What follows belongs to an exercise in optimizing a design on an open flow for small area; a production flow would make more cautious choices.
Function was checked by simulation only, so behaviour that the tests miss may differ from the original.
Power figures rest on the tool's default switching activity, not on a simulated workload.

==> design/flow/run.sh <==
#!/bin/bash
# synth_recipe.tcl (not shown) runs the flow's synth.tcl, then flattens the netlist and writes it again
# the make line also repeats each setting of config.mk as NAME=value (left out here)
make -C /OpenROAD-flow-scripts/flow DESIGN_CONFIG=/design/flow/config.mk WORK_HOME=/design/flow/orfs CLKGATE_MAP_FILE= SYNTH_SCRIPT=/design/flow/synth_recipe.tcl finish
==> design/flow/config.mk <==
export PLATFORM = sky130hd
export DESIGN_NAME = evm
export DESIGN_NICKNAME = evm
export VERILOG_FILES = /design/flow/design.v
export SDC_FILE = /design/flow/constraint.sdc
export NUM_CORES = 4
export LEC_CHECK = 0
export CAP_MARGIN = 20
export CORE_MARGIN = 2
export CORE_UTILIZATION = 40
export SLEW_MARGIN = 20
==> design/flow/constraint.sdc <==
create_clock -name core_clock -period 5.0 [get_ports {clock}]
set_input_delay 1.0000 -clock core_clock [delete_from_list [all_inputs] [get_ports {clock}]]
set_output_delay 1.0000 -clock core_clock [all_outputs]
set_load 0.01 [all_outputs]
==> design/flow/design.v <==
`timescale 1ns / 1ps
module button_control(clock,reset,button,mode,vote);
input clock;
input reset;
input button;
input mode;
output reg vote;
localparam [6:0] CLR = 7'b0011011;
reg [6:0] st;
wire ones = &st[5:0];
wire fb = ~(st[6] ^ st[5]) | ones;
always @(posedge clock)
begin
    if (reset || !button)
        st <= CLR;
    else
        st <= {st[5:0], fb};
end
always @(posedge clock)
begin
    if (reset)
        vote <= 1'b0;
    else
        vote <= ones & ~st[6] & ~mode;
end
endmodule
`timescale 1ns / 1ps
module vote_logger(clock,reset,valid_vote,vote_count_c1,vote_count_c2,vote_count_c3,vote_count_c4);
input clock,reset;
input [3:0] valid_vote;
output reg [7:0] vote_count_c1,vote_count_c2,vote_count_c3,vote_count_c4;
always @(posedge clock)
begin
    if(reset)
    begin
        vote_count_c1 <= 0;
        vote_count_c2 <= 0;
        vote_count_c3 <= 0;
        vote_count_c4 <= 0;
    end
    else
    begin
        if(valid_vote[0]) vote_count_c1 <= vote_count_c1 + 1'b1;
        if(valid_vote[1]) vote_count_c2 <= vote_count_c2 + 1'b1;
        if(valid_vote[2]) vote_count_c3 <= vote_count_c3 + 1'b1;
        if(valid_vote[3]) vote_count_c4 <= vote_count_c4 + 1'b1;
    end
end
endmodule
`timescale 1ns / 1ps
module find_winning_vote(clock,reset,vote_count_c1,vote_count_c2,vote_count_c3,vote_count_c4,winner,disp_code);
input clock,reset;
input [7:0] vote_count_c1,vote_count_c2,vote_count_c3,vote_count_c4;
output reg [3:0] disp_code;
output reg [3:0] winner;
function ge8;
    input [7:0] a, b;
    integer k;
    reg c;
    begin
        c = 1'b1;
        for (k = 0; k < 8; k = k + 1)
            c = (a[k] & ~b[k]) | (a[k] & c) | (~b[k] & c);
        ge8 = c;
    end
endfunction
wire ge12 = ge8(vote_count_c1, vote_count_c2);
wire ge13 = ge8(vote_count_c1, vote_count_c3);
wire ge14 = ge8(vote_count_c1, vote_count_c4);
wire ge23 = ge8(vote_count_c2, vote_count_c3);
wire ge24 = ge8(vote_count_c2, vote_count_c4);
wire ge34 = ge8(vote_count_c3, vote_count_c4);
wire w1 = ge12 & ge13 & ge14;
wire w2 = ~ge12 & ge23 & ge24;
wire w3 = ~ge13 & ~ge23 & ge34;
wire w4 = ~ge14 & ~ge24 & ~ge34;
function is_small;
    input [7:0] c;
    is_small = (c[7:4] == 4'd0) && (c[3:0] < 4'd10);
endfunction
wire all_small = is_small(vote_count_c1) & is_small(vote_count_c2) & is_small(vote_count_c3) & is_small(vote_count_c4);
wire [3:0] low = ({4{w1}} & vote_count_c1[3:0]) | ({4{w2}} & vote_count_c2[3:0])
               | ({4{w3}} & vote_count_c3[3:0]) | ({4{w4}} & vote_count_c4[3:0]);
always @(posedge clock)
begin
    if(reset)
    begin
        winner <= 4'd0;
        disp_code <= 4'd0;
    end
    else
    begin
        winner <= {w4, w3, w2, w1};
        disp_code <= all_small ? low : 4'b1111;
    end
end
endmodule
`timescale 1ns / 1ps
module display_winning_votes(disp_code,seven_seg);
input [3:0] disp_code;
output [6:0] seven_seg;
assign seven_seg =
    (disp_code == 4'd0) ? 7'b0000001 :
    (disp_code == 4'd1) ? 7'b1001111 :
    (disp_code == 4'd2) ? 7'b0010010 :
    (disp_code == 4'd3) ? 7'b0000111 :
    (disp_code == 4'd4) ? 7'b1101101 :
    (disp_code == 4'd5) ? 7'b0100110 :
    (disp_code == 4'd6) ? 7'b0100000 :
    (disp_code == 4'd7) ? 7'b0001111 :
    (disp_code == 4'd8) ? 7'b0000000 :
    (disp_code == 4'd9) ? 7'b0000100 :
                          7'b1111111;
endmodule
`timescale 1ns / 1ps
module evm(buttons,clock,reset,mode,winning_led,seven_seg);
    input[3:0] buttons;
    input clock,reset,mode;
    output [3:0] winning_led;
    output [6:0] seven_seg;
    wire [3:0] valid_vote;
    wire [7:0] vote_count_c1;
    wire [7:0] vote_count_c2;
    wire [7:0] vote_count_c3;
    wire [7:0] vote_count_c4;
    wire [3:0] disp_code;
    button_control b1(.button(buttons[0]),.clock(clock),.reset(reset),.mode(mode),.vote(valid_vote[0]));
    button_control b2(.button(buttons[1]),.clock(clock),.reset(reset),.mode(mode),.vote(valid_vote[1]));
    button_control b3(.button(buttons[2]),.clock(clock),.reset(reset),.mode(mode),.vote(valid_vote[2]));
    button_control b4(.button(buttons[3]),.clock(clock),.reset(reset),.mode(mode),.vote(valid_vote[3]));
    vote_logger vl(clock,reset,valid_vote,vote_count_c1,vote_count_c2,vote_count_c3,vote_count_c4);
    find_winning_vote fwv(
        .clock(clock),
        .reset(reset),
        .vote_count_c1(vote_count_c1),
        .vote_count_c2(vote_count_c2),
        .vote_count_c3(vote_count_c3),
        .vote_count_c4(vote_count_c4),
        .disp_code(disp_code),
        .winner(winning_led)
    );
    display_winning_votes dwv(.disp_code(disp_code),.seven_seg(seven_seg));
endmodule
==> impl_summary.txt <==
----------------------------------------------------
[Global routing]
  Maximum number of pins on one net before global-route repair ... 49
  Number of antenna violations at the first check in global routing ... 0
  M2 GR Usage ... approximately 28%
  Met3 usage in global routing ... 4.161%
  Routing layer with the top usage in global route ... met2
  Met1 layer usage reported by global route ... between 20 and 25%
  Overall fraction of global-route tracks in use ... ~18%
  Global-route wire length before repair ... between 10000 and 15000 um
  Vias in the first global route ... approximately 3000
  Total congestion overflow after global routing ... 0

[CTS]
  CTS H-tree depth ... 3
  Clock edge transition at the registers on the reported setup and hold paths ... 80 ps
  Number of sinks on the clock net ... 72
  Hold buffer count at cts ... 0
  Total clock buffers created by CTS ... 9
  Post-CTS sizing ... 0
  Setup repair bufs after CTS ... 0
  Worst-case clock buffer depth ... 2
  Clock tree from TritonCTS ... yes
  CTS root buf ... sky130_fd_sc_hd__clkbuf_8
  Clock latency on the worst-skew pair ... ~350 ps

[Synthesis]
  Mapped Avg Cell Area ... about 8.7 um2
  Synthesized Nets ... 438
  Cell count after synthesis ... 427
  Count of unique library cells instantiated by Yosys ... 56
  #FFs+latches synth ... about 70
  Fraction of the mapped netlist area in simple logic gates ... roughly 28%
  Adder-cell area share of the yosys netlist ... 3.686%
  Post-Synth XOR/XNOR Area ... around 6.6%
  Synthesized-area fraction occupied by ao, oa, aoi and oai cells ... around 15%
  Proportion of synthesized chip area in sequential cells ... roughly two fifths
  Mux contribution to synthesized area ... approximately 1.6%
  Count of warnings emitted by yosys ... 3
  Prevailing post-synth register cell ... sky130_fd_sc_hd__dfxtp_1
  Post-synth ARST share ... 0%
  Cell area after synthesis ... about 3700 um2
  Count of flip-flops with a built-in enable after synthesis ... 0
  Dominant combinational cell family by area after synthesis ... simple AND/OR/NAND/NOR gates

[Routing]
  Wire length per cell after detailed routing ... between 15 and 20 um
  Number of DRC markers in iteration 0 ... between 150 and 200
  ANT nets after route ... 0
  Drt via density ... roughly 5.7
  Overall via count from detail_route ... 3120
  Total iterations of the first detailed-routing run ... 5
  Final WL ... between 8000 and 9000 um
  Post-detailed-route DRC marker count ... 0

[Die]
  Chip Width ... roughly 100 um
  CORE AREA ... 9153 um2
  Die extent in y ... roughly 100 um
  Area of the die ... around 10000 um2
  Number of top-level design ports ... 18
  Standard-cell row count ... 35
  Initial Util ... around two fifths

[Final layout]
  Layout Utilization ... ~45%
  Antenna diode count ... 0
  Fraction of final layout cells sized beyond drive strength 1 ... approximately a tenth
  Fin area ... roughly 4100 um2
  Final layout net count ... around 450
  Area Growth Syn to Fin ... 9.484%

[STA]
  Highest attainable clock frequency ... 346.5 MHz
  Pin slew with the least headroom to its limit ... 934.7 ps
  Slew margin rel. ... a little under two fifths
  Number of endpoints with negative hold slack in the final report ... 0
  Final Cycle Share ... between 50% and 60%
  Clock period minus worst slack ... 2886 ps
  Setup total negative slack ... 0 ps
  Worst Clk Skew ... between 8 and 9 ps
  Worst hold slack ... approximately 430 ps
  RSZ-0062 raised after global routing ... false
  Setup-violating endpoint count in the final report ... 0
  Count of final max-slew check failures ... 0

[Setup path]
  Crit path required time ... roughly 4000 ps
  Startpoint-to-endpoint class of the critical path ... reg -> out
  Startpoint class of the critical path ... flop
  Launching element of the worst setup path ... fwv.disp_code[3]
  Worst R2R Start ... vl.vote_count_c3[4]
  Max Fanout on Critical Path ... 7
  Worst setup EP type ... output pin
  Worst path arrival time ... ~1900 ps

[Power and ir drop]
  Total power density per cell area ... approximately 270 nW/um2
  Largest vdd supply drop ... 0.0002122 V
  Leakage component of the power ... approximately 0.0014 uW

[Placed design]
  Count of input and output buffers ... 17
  Area after DPL ... slightly below 4000 um2
  Final weighted congestion in routability-driven placement ... ~0.9
  Post-DP HPWL ... a little over 6000 um

[Flow run]
  Max capacitance violation total ... 0

[Worst hold path]
  Type of the worst min-delay path ... reg -> reg
  Start point of the worst hold path ... b1.st[3]

[Run status]
  Result of the run ... complete, no violations

----------------------------------------------------
## power breakdown
part	internal, uW	total [uW]	switching [uW]
registers	583	589	5.84
logic	14.9	31.1	16.2
clock network	261	489	228
total	859	1110	250
## sequential cells by signal, summed over array words and instances (netlist names)
register and cells:
b1.st 7, vl.vote_count_c4 8, b4.st 7, b3.vote 1, vl.vote_count_c3 8, fwv.winner 4, b2.vote 1, vl.vote_count_c1 8
b3.st 7, b2.st 7, vl.vote_count_c2 8, b1.vote 1, fwv.disp_code 4, b4.vote 1
## per-stage QoR
stage | setup WS, ps | total power, uW | instances
after floorplan | 2875 | 622.9 | 427
after global placement | 2511 | 632.9 | 534
after detailed placement | 2501 | 633.4 | 534
after CTS | 2124 | 1120 | 550
after global routing | 1950 | 1147 | 550
final | 2114 | 1109 | 550
## Yosys cell counts (all sizes together) (5+ instances only)
cell type	instances	area share (%)
dfxtp	72	39
nor2	45	4.5
nand2	26	2.6
nand2b	24	4.0
inv	22	2.2
xnor2	20	4.7
nand3	19	2.5
nand4	17	2.8
a21oi	16	2.1
nor2b	15	2.5
o21ai	15	2.0
and2	14	2.3
buf	14	3.2
maj3	8	2.3
nor3	8	1.1
nor4	8	1.3
xor2	8	1.9
clkbuf	7	1.2
o22ai	6	1.0
and4	5	1.2
mux2i	5	1.3
o221ai	5	1.2
## worst paths after layout
kind	end	slack, ps	cells past startpoint
min	b1.st[4]	430	1
max reg2reg	fwv.disp_code[1]	2600	7
max	seven_seg[6]	2110	3
min reg2reg	b1.st[4]	430	1
## critical path, cell delays in order (launching register included)
cell,delay (ps)
sky130_fd_sc_hd__dfxtp_1,370
sky130_fd_sc_hd__nand2b_1,190
sky130_fd_sc_hd__o311ai_0,380
sky130_fd_sc_hd__clkdlybuf4s50_1,620
## cell usage in the layout, fill, tap and decap left out, types with 6 or more instances in the layout
cell type                         Yosys  layout
sky130_fd_sc_hd__xnor2_1             20      20
sky130_fd_sc_hd__nor4_1               8       8
sky130_fd_sc_hd__nor2_1              45      45
sky130_fd_sc_hd__nor3_1               8       8
sky130_fd_sc_hd__dfxtp_1             72      72
sky130_fd_sc_hd__o21ai_0             13      13
sky130_fd_sc_hd__xor2_1               8       8
sky130_fd_sc_hd__maj3_2               6       6
sky130_fd_sc_hd__clkdlybuf4s50_1      0      16
sky130_fd_sc_hd__o22ai_1              6       6
sky130_fd_sc_hd__clkbuf_8             2      11
sky130_fd_sc_hd__nand4_1             17      17
sky130_fd_sc_hd__nand3_1             19      19
sky130_fd_sc_hd__a21oi_1             16      16
sky130_fd_sc_hd__nor2b_1             15      15
sky130_fd_sc_hd__inv_1               17      17
sky130_fd_sc_hd__nand2_1             26      26
sky130_fd_sc_hd__and2_1              14      14
sky130_fd_sc_hd__nand2b_1            24      24
## metal layers
layer	wire length [um]	part of all wire, %
met1	4106	48
met2	3859	45
met3	491	5.7
met4	134	1.6
met5	0	0
## area by class of cell
class,count,area (um2)
well taps,111,138.9
flip-flops and latches,72,1441
multi-input cells,312,2044
fillers,908,5065
clock inverters,5,63.81
repair buffers,17,165.2
inverters,22,82.58
clock buffers,11,151.4
## cells by family (layout without fill, tap and decap cells)
kind of cell / count (synthesis) / after routing
adders and majority gates: 12 / 12
DFF: 72 / 72
AOI/OAI and AO/OA: 71 / 71
muxes: 6 / 6
buffers and inverters: 43 / 55
and+or+nand+nor: 195 / 195
xor gates and xnor gates: 28 / 28

-- port drivers added, routing unchanged --
The results above use ideal ports. As a check the final layout listed here was re-extracted and re-timed, cells and wires unchanged. Step 1 assumes that a clkbuf_16 drives the clock port and a buf_2 every other input. Step 2 adds t to the input delays and takes it off the output delays; t is the mean of the earliest and latest rising clock arrival at the registers after step 1. Input paths then give back, and output paths get back, about the clock's delay inside the block. Three values: ideal ports, drivers, drivers and shift; two values: the first two.
t (ns): 0.374
slack for setup (ns): 2.114 / 2.082 / 2.456
worst slew at a driven data input, ns: 0.03
cell pins on the clock port's net: 1
After both steps setup and hold are still met in this run. For this run, drivers alone change the setup slack by -0.032 ns; drivers and shift together by +0.342 ns.
